What follows belongs to an exercise in optimizing a design on an open flow for small area, a short achievable clock period and few clock cycles per item; a production flow would make more cautious choices.
No functional check of the RTL was part of any run shown here.
Power figures rest on the tool's default switching activity, not on a simulated workload.

## design/flow/flow/run.sh

```bash
#!/bin/bash
# Own layout flow: the standard flow (standard.sh), with its synthesis
# script swapped for flow/synth.tcl, which sources the standard script
# synth_recipe.tcl but skips full-adder extraction and maps with flow/map.abc.
set -euo pipefail
work=$(pwd)
export MY_WORK_DIR=$work
export MY_FLOW_DIR=$work/flow
sed -e "s#SYNTH_SCRIPT=[^ ]*#SYNTH_SCRIPT=$work/flow/synth.tcl ADDER_MAP_FILE= BUFFER_PORTS_ARGS=\"-buffer_cell sky130_fd_sc_hd__buf_2\"#" standard.sh > own_standard.sh
bash own_standard.sh > own_flow.log 2>&1
```

## design/flow/flow/map.abc

```
strash
dch
map -D 1400
topo
stime -c
buffer -c
upsize -c -D 1400
dnsize -c -D 1400
stime -c
```

## design/flow/flow/map_out.abc

```
strash
dch
map -D 900
topo
stime -c
buffer -c
upsize -c -D 900
dnsize -c -D 900
stime -c
```

## design/flow/flow/synth.tcl

```tcl
# Standard synthesis (synth_recipe.tcl, sourced unchanged) with two changes made
# from outside it: no full-adder extraction (ADDER_MAP_FILE is left empty on
# make's command line) and ABC technology mapping with delay-driven scripts:
# flow/map_out.abc for the logic between the registers and the outputs, then
# flow/map.abc for the rest.
proc abc {args} {
  set out {}
  set skip 0
  foreach a $args {
    if {$skip} { set skip 0; continue }
    if {$a eq "-script" || $a eq "-D"} { set skip 1; continue }
    lappend out $a
  }
  set dir $::env(MY_FLOW_DIR)
  if {[file exists $dir/map_out.abc]} {
    yosys select -set outcone o:* %ci*:-sky130_fd_sc_hd__edfxtp_1:-sky130_fd_sc_hd__dfrtp_1:-sky130_fd_sc_hd__dfxtp_1 t:\$_* %i
    puts "abc override: output cone with $dir/map_out.abc"
    yosys abc -script $dir/map_out.abc {*}$out @outcone
  }
  puts "abc override: rest with $dir/map.abc"
  yosys abc -script $dir/map.abc {*}$out
}
source $::env(MY_WORK_DIR)/synth_recipe.tcl
```

## design/flow/standard.sh

```bash
#!/bin/bash
# synth_recipe.tcl (not shown) runs the flow's synth.tcl, then flattens the netlist and writes it again
# the make line also repeats each setting of config.mk as NAME=value (left out here)
make -C /OpenROAD-flow-scripts/flow DESIGN_CONFIG=/design/flow/config.mk WORK_HOME=/design/flow/orfs CLKGATE_MAP_FILE= SYNTH_SCRIPT=/design/flow/synth_recipe.tcl "${@:-finish}"
```

## design/flow/config.mk

```make
export PLATFORM = sky130hd
export DESIGN_NAME = mult8
export DESIGN_NICKNAME = mult8
export VERILOG_FILES = /design/flow/design.v
export SDC_FILE = /design/flow/constraint.sdc
export NUM_CORES = 4
export LEC_CHECK = 0
export CAP_MARGIN = 20
export CORE_MARGIN = 2
export CORE_UTILIZATION = 40
export GPL_TIMING_DRIVEN = 0
export PLACE_DENSITY = 0.6
export SLEW_MARGIN = 20
```

## design/flow/constraint.sdc

```tcl
create_clock -name core_clock -period 5.0 [get_ports {clk}]
set_input_delay 1.0000 -clock core_clock [delete_from_list [all_inputs] [get_ports {clk}]]
set_output_delay 1.0000 -clock core_clock [all_outputs]
set_load 0.01 [all_outputs]
```

## design/flow/design.v

```verilog
module mult8(clk, nRST, c_ALL, m_busy, a_data, b_data, mult_out, m_finish);
input clk;
input nRST;
input c_ALL;
input m_busy;
input [7:0] a_data;
input [7:0] b_data;
output m_finish;
reg m_finish;
output [15:0] mult_out;
wire pp_0_0;
wire pp_0_1;
wire pp_0_2;
wire pp_0_3;
wire pp_0_4;
wire pp_0_5;
wire pp_0_6;
wire pp_0_7;
wire pp_1_0;
wire pp_1_1;
wire pp_1_2;
wire pp_1_3;
wire pp_1_4;
wire pp_1_5;
wire pp_1_6;
wire pp_1_7;
wire pp_2_0;
wire pp_2_1;
wire pp_2_2;
wire pp_2_3;
wire pp_2_4;
wire pp_2_5;
wire pp_2_6;
wire pp_2_7;
wire pp_3_0;
wire pp_3_1;
wire pp_3_2;
wire pp_3_3;
wire pp_3_4;
wire pp_3_5;
wire pp_3_6;
wire pp_3_7;
wire pp_4_0;
wire pp_4_1;
wire pp_4_2;
wire pp_4_3;
wire pp_4_4;
wire pp_4_5;
wire pp_4_6;
wire pp_4_7;
wire pp_5_0;
wire pp_5_1;
wire pp_5_2;
wire pp_5_3;
wire pp_5_4;
wire pp_5_5;
wire pp_5_6;
wire pp_5_7;
wire pp_6_0;
wire pp_6_1;
wire pp_6_2;
wire pp_6_3;
wire pp_6_4;
wire pp_6_5;
wire pp_6_6;
wire pp_6_7;
wire pp_7_0;
wire pp_7_1;
wire pp_7_2;
wire pp_7_3;
wire pp_7_4;
wire pp_7_5;
wire pp_7_6;
wire pp_7_7;
wire s1;
wire c2;
wire s3;
wire c4;
wire s5;
wire c6;
wire s7;
wire c8;
wire s9;
wire c10;
wire s11;
wire c12;
wire s13;
wire c14;
wire s15;
wire c16;
wire s17;
wire c18;
wire s19;
wire c20;
wire s21;
wire c22;
wire s23;
wire c24;
wire s25;
wire c26;
wire s27;
wire c28;
wire s29;
wire c30;
wire s31;
wire c32;
wire s33;
wire c34;
wire s35;
wire c36;
wire s37;
wire c38;
wire s39;
wire c40;
wire s41;
wire c42;
wire s43;
wire c44;
wire s45;
wire c46;
wire s47;
wire c48;
wire s49;
wire c50;
wire s51;
wire c52;
wire s53;
wire c54;
wire s55;
wire c56;
wire s57;
wire c58;
wire s59;
wire c60;
wire s61;
wire c62;
wire s63;
wire c64;
wire s65;
wire c66;
wire s67;
wire c68;
wire s69;
wire c70;
wire s71;
wire c72;
wire s73;
wire c74;
wire s75;
wire c76;
wire s77;
wire c78;
wire s79;
wire c80;
wire s81;
wire c82;
wire s83;
wire c84;
wire [15:0] row_a, row_b;
assign pp_0_0 = a_data[0] & b_data[0];
assign pp_0_1 = a_data[0] & b_data[1];
assign pp_0_2 = a_data[0] & b_data[2];
assign pp_0_3 = a_data[0] & b_data[3];
assign pp_0_4 = a_data[0] & b_data[4];
assign pp_0_5 = a_data[0] & b_data[5];
assign pp_0_6 = a_data[0] & b_data[6];
assign pp_0_7 = ~(a_data[0] & b_data[7]);
assign pp_1_0 = a_data[1] & b_data[0];
assign pp_1_1 = a_data[1] & b_data[1];
assign pp_1_2 = a_data[1] & b_data[2];
assign pp_1_3 = a_data[1] & b_data[3];
assign pp_1_4 = a_data[1] & b_data[4];
assign pp_1_5 = a_data[1] & b_data[5];
assign pp_1_6 = a_data[1] & b_data[6];
assign pp_1_7 = ~(a_data[1] & b_data[7]);
assign pp_2_0 = a_data[2] & b_data[0];
assign pp_2_1 = a_data[2] & b_data[1];
assign pp_2_2 = a_data[2] & b_data[2];
assign pp_2_3 = a_data[2] & b_data[3];
assign pp_2_4 = a_data[2] & b_data[4];
assign pp_2_5 = a_data[2] & b_data[5];
assign pp_2_6 = a_data[2] & b_data[6];
assign pp_2_7 = ~(a_data[2] & b_data[7]);
assign pp_3_0 = a_data[3] & b_data[0];
assign pp_3_1 = a_data[3] & b_data[1];
assign pp_3_2 = a_data[3] & b_data[2];
assign pp_3_3 = a_data[3] & b_data[3];
assign pp_3_4 = a_data[3] & b_data[4];
assign pp_3_5 = a_data[3] & b_data[5];
assign pp_3_6 = a_data[3] & b_data[6];
assign pp_3_7 = ~(a_data[3] & b_data[7]);
assign pp_4_0 = a_data[4] & b_data[0];
assign pp_4_1 = a_data[4] & b_data[1];
assign pp_4_2 = a_data[4] & b_data[2];
assign pp_4_3 = a_data[4] & b_data[3];
assign pp_4_4 = a_data[4] & b_data[4];
assign pp_4_5 = a_data[4] & b_data[5];
assign pp_4_6 = a_data[4] & b_data[6];
assign pp_4_7 = ~(a_data[4] & b_data[7]);
assign pp_5_0 = a_data[5] & b_data[0];
assign pp_5_1 = a_data[5] & b_data[1];
assign pp_5_2 = a_data[5] & b_data[2];
assign pp_5_3 = a_data[5] & b_data[3];
assign pp_5_4 = a_data[5] & b_data[4];
assign pp_5_5 = a_data[5] & b_data[5];
assign pp_5_6 = a_data[5] & b_data[6];
assign pp_5_7 = ~(a_data[5] & b_data[7]);
assign pp_6_0 = a_data[6] & b_data[0];
assign pp_6_1 = a_data[6] & b_data[1];
assign pp_6_2 = a_data[6] & b_data[2];
assign pp_6_3 = a_data[6] & b_data[3];
assign pp_6_4 = a_data[6] & b_data[4];
assign pp_6_5 = a_data[6] & b_data[5];
assign pp_6_6 = a_data[6] & b_data[6];
assign pp_6_7 = ~(a_data[6] & b_data[7]);
assign pp_7_0 = ~(a_data[7] & b_data[0]);
assign pp_7_1 = ~(a_data[7] & b_data[1]);
assign pp_7_2 = ~(a_data[7] & b_data[2]);
assign pp_7_3 = ~(a_data[7] & b_data[3]);
assign pp_7_4 = ~(a_data[7] & b_data[4]);
assign pp_7_5 = ~(a_data[7] & b_data[5]);
assign pp_7_6 = ~(a_data[7] & b_data[6]);
assign pp_7_7 = a_data[7] & b_data[7];
assign s1 = pp_0_2 ^ pp_1_1 ^ pp_2_0;
assign c2 = (pp_0_2 & pp_1_1) | (pp_2_0 & (pp_0_2 ^ pp_1_1));
assign s3 = pp_0_3 ^ pp_1_2 ^ pp_2_1;
assign c4 = (pp_0_3 & pp_1_2) | (pp_2_1 & (pp_0_3 ^ pp_1_2));
assign s5 = pp_3_0 ^ c2 ^ s3;
assign c6 = (pp_3_0 & c2) | (s3 & (pp_3_0 ^ c2));
assign s7 = pp_0_4 ^ pp_1_3 ^ pp_2_2;
assign c8 = (pp_0_4 & pp_1_3) | (pp_2_2 & (pp_0_4 ^ pp_1_3));
assign s9 = pp_3_1 ^ pp_4_0 ^ c4;
assign c10 = (pp_3_1 & pp_4_0) | (c4 & (pp_3_1 ^ pp_4_0));
assign s11 = s7 ^ c6 ^ s9;
assign c12 = (s7 & c6) | (s9 & (s7 ^ c6));
assign s13 = pp_0_5 ^ pp_1_4 ^ pp_2_3;
assign c14 = (pp_0_5 & pp_1_4) | (pp_2_3 & (pp_0_5 ^ pp_1_4));
assign s15 = pp_3_2 ^ pp_4_1 ^ pp_5_0;
assign c16 = (pp_3_2 & pp_4_1) | (pp_5_0 & (pp_3_2 ^ pp_4_1));
assign s17 = c8 ^ s13 ^ s15;
assign c18 = (c8 & s13) | (s15 & (c8 ^ s13));
assign s19 = c10 ^ s17 ^ c12;
assign c20 = (c10 & s17) | (c12 & (c10 ^ s17));
assign s21 = pp_0_6 ^ pp_1_5 ^ pp_2_4;
assign c22 = (pp_0_6 & pp_1_5) | (pp_2_4 & (pp_0_6 ^ pp_1_5));
assign s23 = pp_3_3 ^ pp_4_2 ^ pp_5_1;
assign c24 = (pp_3_3 & pp_4_2) | (pp_5_1 & (pp_3_3 ^ pp_4_2));
assign s25 = pp_6_0 ^ c14 ^ c16;
assign c26 = (pp_6_0 & c14) | (c16 & (pp_6_0 ^ c14));
assign s27 = s21 ^ s23 ^ c18;
assign c28 = (s21 & s23) | (c18 & (s21 ^ s23));
assign s29 = s25 ^ s27 ^ c20;
assign c30 = (s25 & s27) | (c20 & (s25 ^ s27));
assign s31 = pp_0_7 ^ pp_1_6 ^ pp_2_5;
assign c32 = (pp_0_7 & pp_1_6) | (pp_2_5 & (pp_0_7 ^ pp_1_6));
assign s33 = pp_3_4 ^ pp_4_3 ^ pp_5_2;
assign c34 = (pp_3_4 & pp_4_3) | (pp_5_2 & (pp_3_4 ^ pp_4_3));
assign s35 = pp_6_1 ^ pp_7_0 ^ c22;
assign c36 = (pp_6_1 & pp_7_0) | (c22 & (pp_6_1 ^ pp_7_0));
assign s37 = c24 ^ s31 ^ s33;
assign c38 = (c24 & s31) | (s33 & (c24 ^ s31));
assign s39 = c26 ^ s35 ^ s37;
assign c40 = (c26 & s35) | (s37 & (c26 ^ s35));
assign s41 = c28 ^ s39 ^ c30;
assign c42 = (c28 & s39) | (c30 & (c28 ^ s39));
assign s43 = 1'b1 ^ pp_1_7 ^ pp_2_6;
assign c44 = (1'b1 & pp_1_7) | (pp_2_6 & (1'b1 ^ pp_1_7));
assign s45 = pp_3_5 ^ pp_4_4 ^ pp_5_3;
assign c46 = (pp_3_5 & pp_4_4) | (pp_5_3 & (pp_3_5 ^ pp_4_4));
assign s47 = pp_6_2 ^ pp_7_1 ^ c32;
assign c48 = (pp_6_2 & pp_7_1) | (c32 & (pp_6_2 ^ pp_7_1));
assign s49 = c34 ^ s43 ^ s45;
assign c50 = (c34 & s43) | (s45 & (c34 ^ s43));
assign s51 = c36 ^ c38 ^ s47;
assign c52 = (c36 & c38) | (s47 & (c36 ^ c38));
assign s53 = s49 ^ c40 ^ s51;
assign c54 = (s49 & c40) | (s51 & (s49 ^ c40));
assign s55 = pp_2_7 ^ pp_3_6 ^ pp_4_5;
assign c56 = (pp_2_7 & pp_3_6) | (pp_4_5 & (pp_2_7 ^ pp_3_6));
assign s57 = pp_5_4 ^ pp_6_3 ^ pp_7_2;
assign c58 = (pp_5_4 & pp_6_3) | (pp_7_2 & (pp_5_4 ^ pp_6_3));
assign s59 = c44 ^ c46 ^ s55;
assign c60 = (c44 & c46) | (s55 & (c44 ^ c46));
assign s61 = s57 ^ c48 ^ c50;
assign c62 = (s57 & c48) | (c50 & (s57 ^ c48));
assign s63 = s59 ^ c52 ^ s61;
assign c64 = (s59 & c52) | (s61 & (s59 ^ c52));
assign s65 = pp_3_7 ^ pp_4_6 ^ pp_5_5;
assign c66 = (pp_3_7 & pp_4_6) | (pp_5_5 & (pp_3_7 ^ pp_4_6));
assign s67 = pp_6_4 ^ pp_7_3 ^ c56;
assign c68 = (pp_6_4 & pp_7_3) | (c56 & (pp_6_4 ^ pp_7_3));
assign s69 = c58 ^ s65 ^ c60;
assign c70 = (c58 & s65) | (c60 & (c58 ^ s65));
assign s71 = s67 ^ c62 ^ s69;
assign c72 = (s67 & c62) | (s69 & (s67 ^ c62));
assign s73 = pp_4_7 ^ pp_5_6 ^ pp_6_5;
assign c74 = (pp_4_7 & pp_5_6) | (pp_6_5 & (pp_4_7 ^ pp_5_6));
assign s75 = pp_7_4 ^ c66 ^ s73;
assign c76 = (pp_7_4 & c66) | (s73 & (pp_7_4 ^ c66));
assign s77 = c68 ^ s75 ^ c70;
assign c78 = (c68 & s75) | (c70 & (c68 ^ s75));
assign s79 = pp_5_7 ^ pp_6_6 ^ pp_7_5;
assign c80 = (pp_5_7 & pp_6_6) | (pp_7_5 & (pp_5_7 ^ pp_6_6));
assign s81 = c74 ^ s79 ^ c76;
assign c82 = (c74 & s79) | (c76 & (c74 ^ s79));
assign s83 = pp_6_7 ^ pp_7_6 ^ c80;
assign c84 = (pp_6_7 & pp_7_6) | (c80 & (pp_6_7 ^ pp_7_6));
assign row_a = {1'b1, pp_7_7, c82, c78, c72, c64, c54, c42, s41, s29, s19, s11, s5, s1, pp_0_1, pp_0_0};
assign row_b = {1'b0, c84, s83, s81, s77, s71, s63, s53, 1'b0, 1'b0, 1'b0, 1'b0, 1'b0, 1'b0, pp_1_0, 1'b0};
wire [6:0] lo_sum;
assign lo_sum[0:0] = row_a[0:0];
assign lo_sum[6:1] = row_a[5:1] + row_b[5:1];
reg [5:0] lo_q;
reg lo_c;
reg [8:0] hi_a;
reg [6:0] hi_b;
always @(posedge clk or negedge nRST)
begin
    if(nRST == 1'b0)
        m_finish <= 1'b0;
    else if(c_ALL == 1'b1)
        m_finish <= 1'b0;
    else if(m_busy == 1'b0)
        m_finish <= 1'b1;
end
always @(posedge clk)
begin
    if(m_busy == 1'b0)
    begin
        lo_q <= lo_sum[5:0];
        lo_c <= lo_sum[6];
        hi_a <= {row_a[14], row_a[13], row_a[12], row_a[11], row_a[10], row_a[9], row_a[8], row_a[7], row_a[6]};
        hi_b <= {row_b[14], row_b[13], row_b[12], row_b[11], row_b[10], row_b[9], row_b[8]};
    end
end
assign mult_out[5:0] = lo_q;
assign mult_out[15:6] = {1'b1, hi_a[8], hi_a[7], hi_a[6], hi_a[5], hi_a[4], hi_a[3], hi_a[2], hi_a[1], hi_a[0]} + {1'b0, hi_b[6], hi_b[5], hi_b[4], hi_b[3], hi_b[2], hi_b[1], hi_b[0], 1'b0, 1'b0} + lo_c;
endmodule
```

==> results_dict.tcl, run 1 <==
set metrics [dict create \
    async_flop_share 0.0417 \
    crit_type "in -> reg" \
    cts-root-buf "clkbuf_8" \
    slew_viol_final 0 \
    timing.final.crit_period_ns 2.85 \
    grt_pass1_vias 2491 \
    ant_nets 0 \
    yosysUniqueCellTypes 51 \
    hold_viol_final 0 \
    fmax_mhz 351 \
    antenna_found_initial 0 \
    cp_data_arrival_time_ns 2.86 \
    grt_pass1_wl_um 11200 \
    grt_use_total 0.174 \
    num_rows 31 \
    seqCellArea_um2 716 \
    postPlaceCellArea_um2 3150 \
    synth_area_um2 2890 \
    slowest_delay_ns 0.25 \
    finalSetupViolCount 0 \
    cts.repair.resized 0 \
    dr.pass1.iters 4 \
    globalRouteOverflowTotal 0 \
    io_buffers 26 \
    cp.required_ns 5.01 \
    ir_drop_v 0.0000913 \
    h-tree-depth 1 \
    synth-seq-cells 24 \
    wl_per_cell_um 12.1 \
    hpwlAfterDp_um 5500 \
    multi_input_area_um2 1980 \
    drt-initial-drc-count 179 \
    post_cts_buffers 0 \
    synth.avg_cell_area_um2 7.04 \
    reg2reg_setup_slack_ns 4.36 \
    vias 2751 \
    syn2layout_area_growth_pct 10.7 \
    antenna_cells 0 \
    finalCritPeriodShare 0.570 \
    skew_ns 0 \
    ctsHoldBuffers 0 \
    clk_path_buf_depth 2 \
    cpMostUsedCell "nand2_1" \
    cp_max_fo 8 \
    startpoint "b_data[7]" \
    grt_max_degree 25 \
    routed_wl_um 6530 \
    place_congestion 0.944 \
    synth_edf_count 23 \
    worstSetupStartpointType "input pin" \
    rr_endpoint "m_finish" \
    relSlewSlack 0.415 \
    drcViolationCount 0 \
    hp-class "in -> async" \
    clock_sinks 24 \
    final.setup.tns_ns 0 \
    core-area_um2 7140 \
    crit_family "compound AO/OA/AOI/OAI gates" \
    fp.dieArea_um2 7930 \
    syn-instance-count 411 \
    dominantRegCellSynth "edfxtp_1" \
    num-nets-final 462 \
    p_leak_uw 0.00158 \
    path_clk_slew_ns 0.08 \
    powerDensity_nw_per_um2 315 \
    ys_seq_area_frac 0.247 \
    r2r_start "m_finish" \
    maxCapViolCount 0 \
    timing.hold.ws_ns 0.486 \
    worstSkewPairLatency_ns 0.27 \
    rsz0062_at_grt "no" \
    drive_above_1_share 0.181 \
    outcome "no timing/DRC/antenna violations" \
    pin_count 37 \
    cts_tree "built" \
    vias_per_cell 5.09 \
    die_w_um 89.1 \
    crit_buf_inv 2 \
    initial_core_util 0.406 \
    path_cells "buf_2 -> inv_1 -> o21ai_2 -> nand2_1 -> o21ai_1 -> nand2_1 -> xnor2_2 -> nand3_1 -> nand2_1 -> nor2_1 -> o21ai_1 -> xnor3_1" \
    cts_inserted_buffers 3 \
    yosysWarnings 1 \
    synth_nets 431 \
    worst_slew_pin_slew_ns 0.877 \
    crit_slowest_cell "xnor3_1" \
    critPathCaptureType "flop" \
    reg2reg_depth 2 \
    fin_area_um2 3200 \
    die_y_um 89.1 \
    n_fill_cell 774 \
]
## final cells by class
type,count,share of cell area
inverter,38,0.0445
timing repair buffer,26,0.0406
tap,99,0.0387
sequential,24,0.223
buffer,10,0.0184
multi-input combinational,339,0.617
clock buffer,4,0.0172
## worst register-to-register path: cells and delay by family (launching register included)
kind	cells	cell delay [ns]
simple gates	2	0.16
flops	1	0.38
## how the worst max path moves through the flow
stage,depth (start not counted),to
floorplan,10,hi_b[1]
global placement,12,hi_b[1]
detailed placement,12,hi_b[1]
CTS,12,hi_b[1]
global route,12,hi_b[1]
finish,12,hi_b[1]
## stage by stage
step	power [µW]	setup slack (ns)	utilization	instances
finish	1010	2.15	0.449	540
global route	1100	1.97	0.449	540
CTS	1010	2.18	0.449	540
detailed placement	884	1.90	0.441	536
global placement	872	1.89	0.441	536
floorplan	744	2.24	-	411
## power breakdown
| group | internal, µW | total [µW] | switching (µW) |
|---|---|---|---|
| clock network | 70.3 | 131 | 61.0 |
| logic | 236 | 574 | 338 |
| registers | 282 | 303 | 20.7 |
## Yosys cell counts (5+ instances only)
library cell	number	area, µm²
a21oi_1	12	60.1
nor2_1	31	116
nand3_1	33	165
nand3_2	8	80.1
o21ai_0	22	110
a21o_1	6	45.0
nand2_1	115	432
xor2_1	21	184
nand4_1	10	62.6
buf_2	5	25.0
xnor2_1	13	114
edfxtp_1	23	691
inv_1	34	128
o211ai_1	5	37.5
nor2_2	5	31.3
nand4_2	5	62.6
and2_1	5	31.3
## registers in the layout (all words and copies together), names as in the netlist
| register | cells |
|---|---|
| lo_c | 1 |
| m_finish | 1 |
| hi_a | 9 |
| hi_b | 7 |
| lo_q | 6 |
## per-layer routing
| layer | vias to the layer above | part of all wire | GRT usage |
|---|---|---|---|
| met5 | - | 0 | 0 |
| met4 | 0 | 0.0093 | 0.0448 |
| met3 | 7 | 0.032 | 0.0111 |
| met2 | 61 | 0.43 | 0.285 |
| met1 | 1227 | 0.52 | 0.251 |
| li1 | 1456 | - | - |
## cell usage in the layout, fill, tap and decap left out, types with 2 or more instances in the layout
master and count:
nand2_1 115, inv_1 34, nand3_1 33, nor2_1 31
buf_2 31, edfxtp_1 23, o21ai_0 22, xor2_1 21
xnor2_1 13, a21oi_1 12, nand4_1 10, nand3_2 8
a21o_1 6, nor2_2 5, and2_1 5, nand4_2 5
o211ai_1 5, buf_4 4, inv_2 4, o22ai_1 4
nand2_2 4, clkbuf_8 4, o21ai_2 3, o21ai_1 3
or2_1 2, a31oi_1 2, maj3_1 2, o22ai_2 2
a22o_1 2, nand2b_1 2, nand3b_1 2, o21bai_1 2
## cell families after synthesis
group | Yosys count | share of synthesized area
simple gates | 231 | 0.396
compound gates | 69 | 0.156
buf+inv | 48 | 0.0696
flops | 24 | 0.247
xor+xnor | 37 | 0.125
fa+ha+maj | 2 | 0.00692
==> run 2: changes to the inputs <==
==> design/flow/flow/map.abc (replaced) <==
strash
dch
map -D 1600
topo
stime -c
buffer -c
upsize -c -D 1600
dnsize -c -D 1600
stime -c
==> run 2 against run 1 <==
Effect of this change:
- final cell count down 1.7%
- largest cell class unchanged
- count of clock-buffer cells in the layout down 1
- flip-flop and latch count unchanged
- highest routed layer unchanged
- final area down 1.8%
- via count down 4.8%
- critical path type unchanged
- sequential share of layout area up 0.40 points
- clock skew unchanged
- worst hold slack better by 0.00089 ns
- synthesized area down 2.9%
- register-to-register slack about the same
- first-iteration DRC count down 66%
- synthesized cell count down 2.2%
==> results_dict.tcl, run 2 <==
set metrics [dict create \
    place_congestion 0.876 \
    pin_count 37 \
    busiest_layer "met2" \
    p_leak_uw 0.00150 \
    grt_max_degree 25 \
    final_common_cell "nand2_1" \
    globalRouteOverflowTotal 0 \
    switchingPower_uw 426 \
    netSwitchingFraction 0.403 \
    die_y_um 87.8 \
    antenna_found_initial 0 \
    crit_family "XOR/XNOR gates" \
    reg2reg_depth 2 \
    slew_viol_final 0 \
    numPlacedInstances 527 \
    worstSkewPairLatency_ns 0.26 \
    wl_per_cell_um 11.4 \
    vias 2618 \
    final.setup.tns_ns 0 \
    largest_reg_flops 9 \
    clkPwrFrac 0.157 \
    ctsHoldBuffers 0 \
    drt-initial-drc-count 61 \
    crit_type "in -> reg" \
    hpwlAfterDp_um 5220 \
    hold_viol_final 0 \
    vias_per_cell 4.93 \
    synth_nets 422 \
    post_cts_buffers 0 \
    h-tree-depth 1 \
    final_util 0.463 \
    drcViolationCount 0 \
    grt_pass1_vias 2375 \
    io_buffers 29 \
    dominantRegCellSynth "edfxtp_1" \
    slowest_delay_ns 0.27 \
    num-nets-final 456 \
    core-area_um2 6790 \
    syn2layout_area_growth_pct 12.0 \
    cp_max_fo 8 \
    biggestRegsByFlops "hi_a x9, hi_b x7, lo_q x6" \
    syn-instance-count 402 \
    critPathCaptureType "flop" \
    die_w_um 87.8 \
    outcome "no timing/DRC/antenna violations" \
    powerDensity_nw_per_um2 336 \
    fp.dieArea_um2 7710 \
    mostFrequentLayoutCells "110 x nand2_1, 37 x nor2_1, 32 x buf_2" \
    synth_top_area_frac 0.246 \
    cts_tree "built" \
    relSlewSlack 0.445 \
    pwr-share-seq 0.290 \
    path_clk_slew_ns 0.09 \
    setup_ws_ns 2.06 \
    worstSetupStartpointType "input pin" \
    yosysWarnings 1 \
    async_flop_share 0.0417 \
    yosysUniqueCellTypes 52 \
    grt_util_met3 0.0113 \
    crit_slowest_cell "xnor2_1" \
    hp-class "in -> async" \
    dr.pass1.iters 5 \
    initial_core_util 0.414 \
    routed_wl_um 6060 \
    grt_pass1_wl_um 10800 \
    cts-root-buf "clkbuf_8" \
    synth_common_cells "110 x nand2_1, 37 x nor2_1, 30 x inv_1" \
    fmax_mhz 340 \
    clk_path_buf_depth 2 \
    regMostFlops "hi_a" \
    cp_data_arrival_time_ns 2.97 \
    synth_edf_count 23 \
    synth.avg_cell_area_um2 6.99 \
    clock_sinks 24 \
    yosys-top-cells-area "edfxtp_1 25%, nand2_1 15%, xor2_1 8.4%" \
    path_cells "buf_4 -> inv_1 -> o22ai_2 -> nand4_1 -> nand2_1 -> xnor2_1 -> xnor2_1 -> xor2_1 -> nand2_1 -> o21ai_1 -> a21oi_1 -> nand3_1 -> nand2_1" \
    crit_buf_inv 2 \
    ant_nets 0 \
    ys_seq_area_frac 0.255 \
    finalSetupViolCount 0 \
    ir_drop_v 0.000117 \
    maxCapViolCount 0 \
    synth_area_um2 2810 \
    cp.required_ns 5.03 \
    combPwrFrac 0.553 \
    synth_top_area_cell "edfxtp_1" \
    place_ws_ns 1.77 \
    r2r_start "m_finish" \
    gr-usage-met2 0.304 \
    reg2reg_setup_slack_ns 4.36 \
    cpMostUsedCell "nand2_1" \
    grtUsageMet1 0.230 \
    rr_endpoint "m_finish" \
    timing.final.crit_period_ns 2.94 \
    finalNonFillerCells 531 \
    grt_use_total 0.171 \
    worst_slew_pin_slew_ns 0.832 \
    skew_ns 0 \
    cts_inserted_buffers 3 \
    internal_power_uw 632 \
    antenna_cells 0 \
    num_rows 30 \
    synth-seq-cells 24 \
    drive_above_1_share 0.179 \
    rsz0062_at_grt "no" \
    cts.repair.resized 0 \
    finalCritPeriodShare 0.588 \
    synth_most_common_cell "nand2_1" \
]
## run 2: cell count changes after synthesis, sizes merged, moves of 2 or more
cell	before	now
inv	38	40
nand2b	2	0
nor2	36	42
nand3	41	27
buf	9	6
xor2	21	27
nand2	120	113
a21o	6	3
xnor2	14	22
nand4	16	10
nor3	1	3
o21ai	28	25
## run 2: metrics by stage
stage / area, µm² / power (µW) / hold slack (ns)
detailed placement: 3080 / 902 / 0.494
floorplan: 2810 / 757 / 0.535
CTS: 3150 / 1070 / 0.483
global placement: 3080 / 893 / 0.474
finish: 3150 / 1060 / 0.487
global route: 3150 / 1160 / 0.477
## run 2: layer usage
metal / part of all wire / vias up
li1: - / 1405
met1: 0.48 / 1169
met2: 0.49 / 42
met3: 0.029 / 2
met4: 0.0030 / 0
met5: 0 / -
## run 2: final cells by class
class                   instances  area (µm²)
clock inverters                 1        30.0
flip-flops and latches         24         716
clock buffers                   3        41.3
inverters                      41         154
fillers                       685        3650
repair buffers                 29         145
plain buffers                   7        41.3
well taps                      96         120
multi-input cells             330        1900
## run 2: logic make-up after synthesis
group,count (synthesis),synth area share
compound gates,66,0.160
flops,24,0.255
xor+xnor,49,0.155
simple gates,212,0.350
fa+ha+maj,3,0.0111
buf+inv,48,0.0695
## run 2: power by group through the flow
stage	Clock, µW	Sequential [µW]	Combinational [µW]
finish	167	307	585
global route	176	313	667
CTS	170	308	591
detailed placement	0	312	590
global placement	0	311	582
floorplan	0	314	443
## run 2: worst max path at each step
stage                     endpoint  cells past startpoint  startpoint  slack, ns
after global routing       hi_a[1]                     13   a_data[0]       1.81
after detailed placement   hi_a[1]                     13   a_data[1]       1.77
after CTS                  hi_a[1]                     13   a_data[1]       2.06
after floorplan            hi_a[2]                     10   b_data[2]       2.08
final                      hi_a[1]                     13   a_data[1]       2.06
after global placement     hi_a[1]                     13   a_data[0]       1.86
## run 2: worst reg2reg max path: stages (launching register included)
cell and delay, ns:
dfrtp_1 0.38, nor2_1 0.10, nor2_1 0.06

static timing again, ports no longer ideal:
How much do the figures lean on ideal ports? The routed layouts below were timed once more, with nothing changed but the port constraints. Step 1 sets driving cells, clkbuf_16 on the clock port and buf_2 on the other inputs (assumed; they add their load-dependent delay and slew). Step 2 also shifts input and output timing later by t, the mid clock arrival at the registers, as if the neighbouring blocks saw the same clock. Three values: ideal ports, drivers, drivers and shift; two values: the first two.
run | shift t [ns] | setup WS [ns] | hold WS [ns] | pins driven straight from the clock port
run 1 | 0.290 | 2.150 / 2.154 / 1.864 | 0.486 / 0.485 / 0.511 | 1
run 2 | 0.285 | 2.058 / 2.063 / 1.777 | 0.487 / 0.483 / 0.508 | 1
After both steps every run listed still meets setup and hold. The setup slack of run 1, which loses most, moves by +0.004 ns with the drivers and by -0.286 ns with both steps.
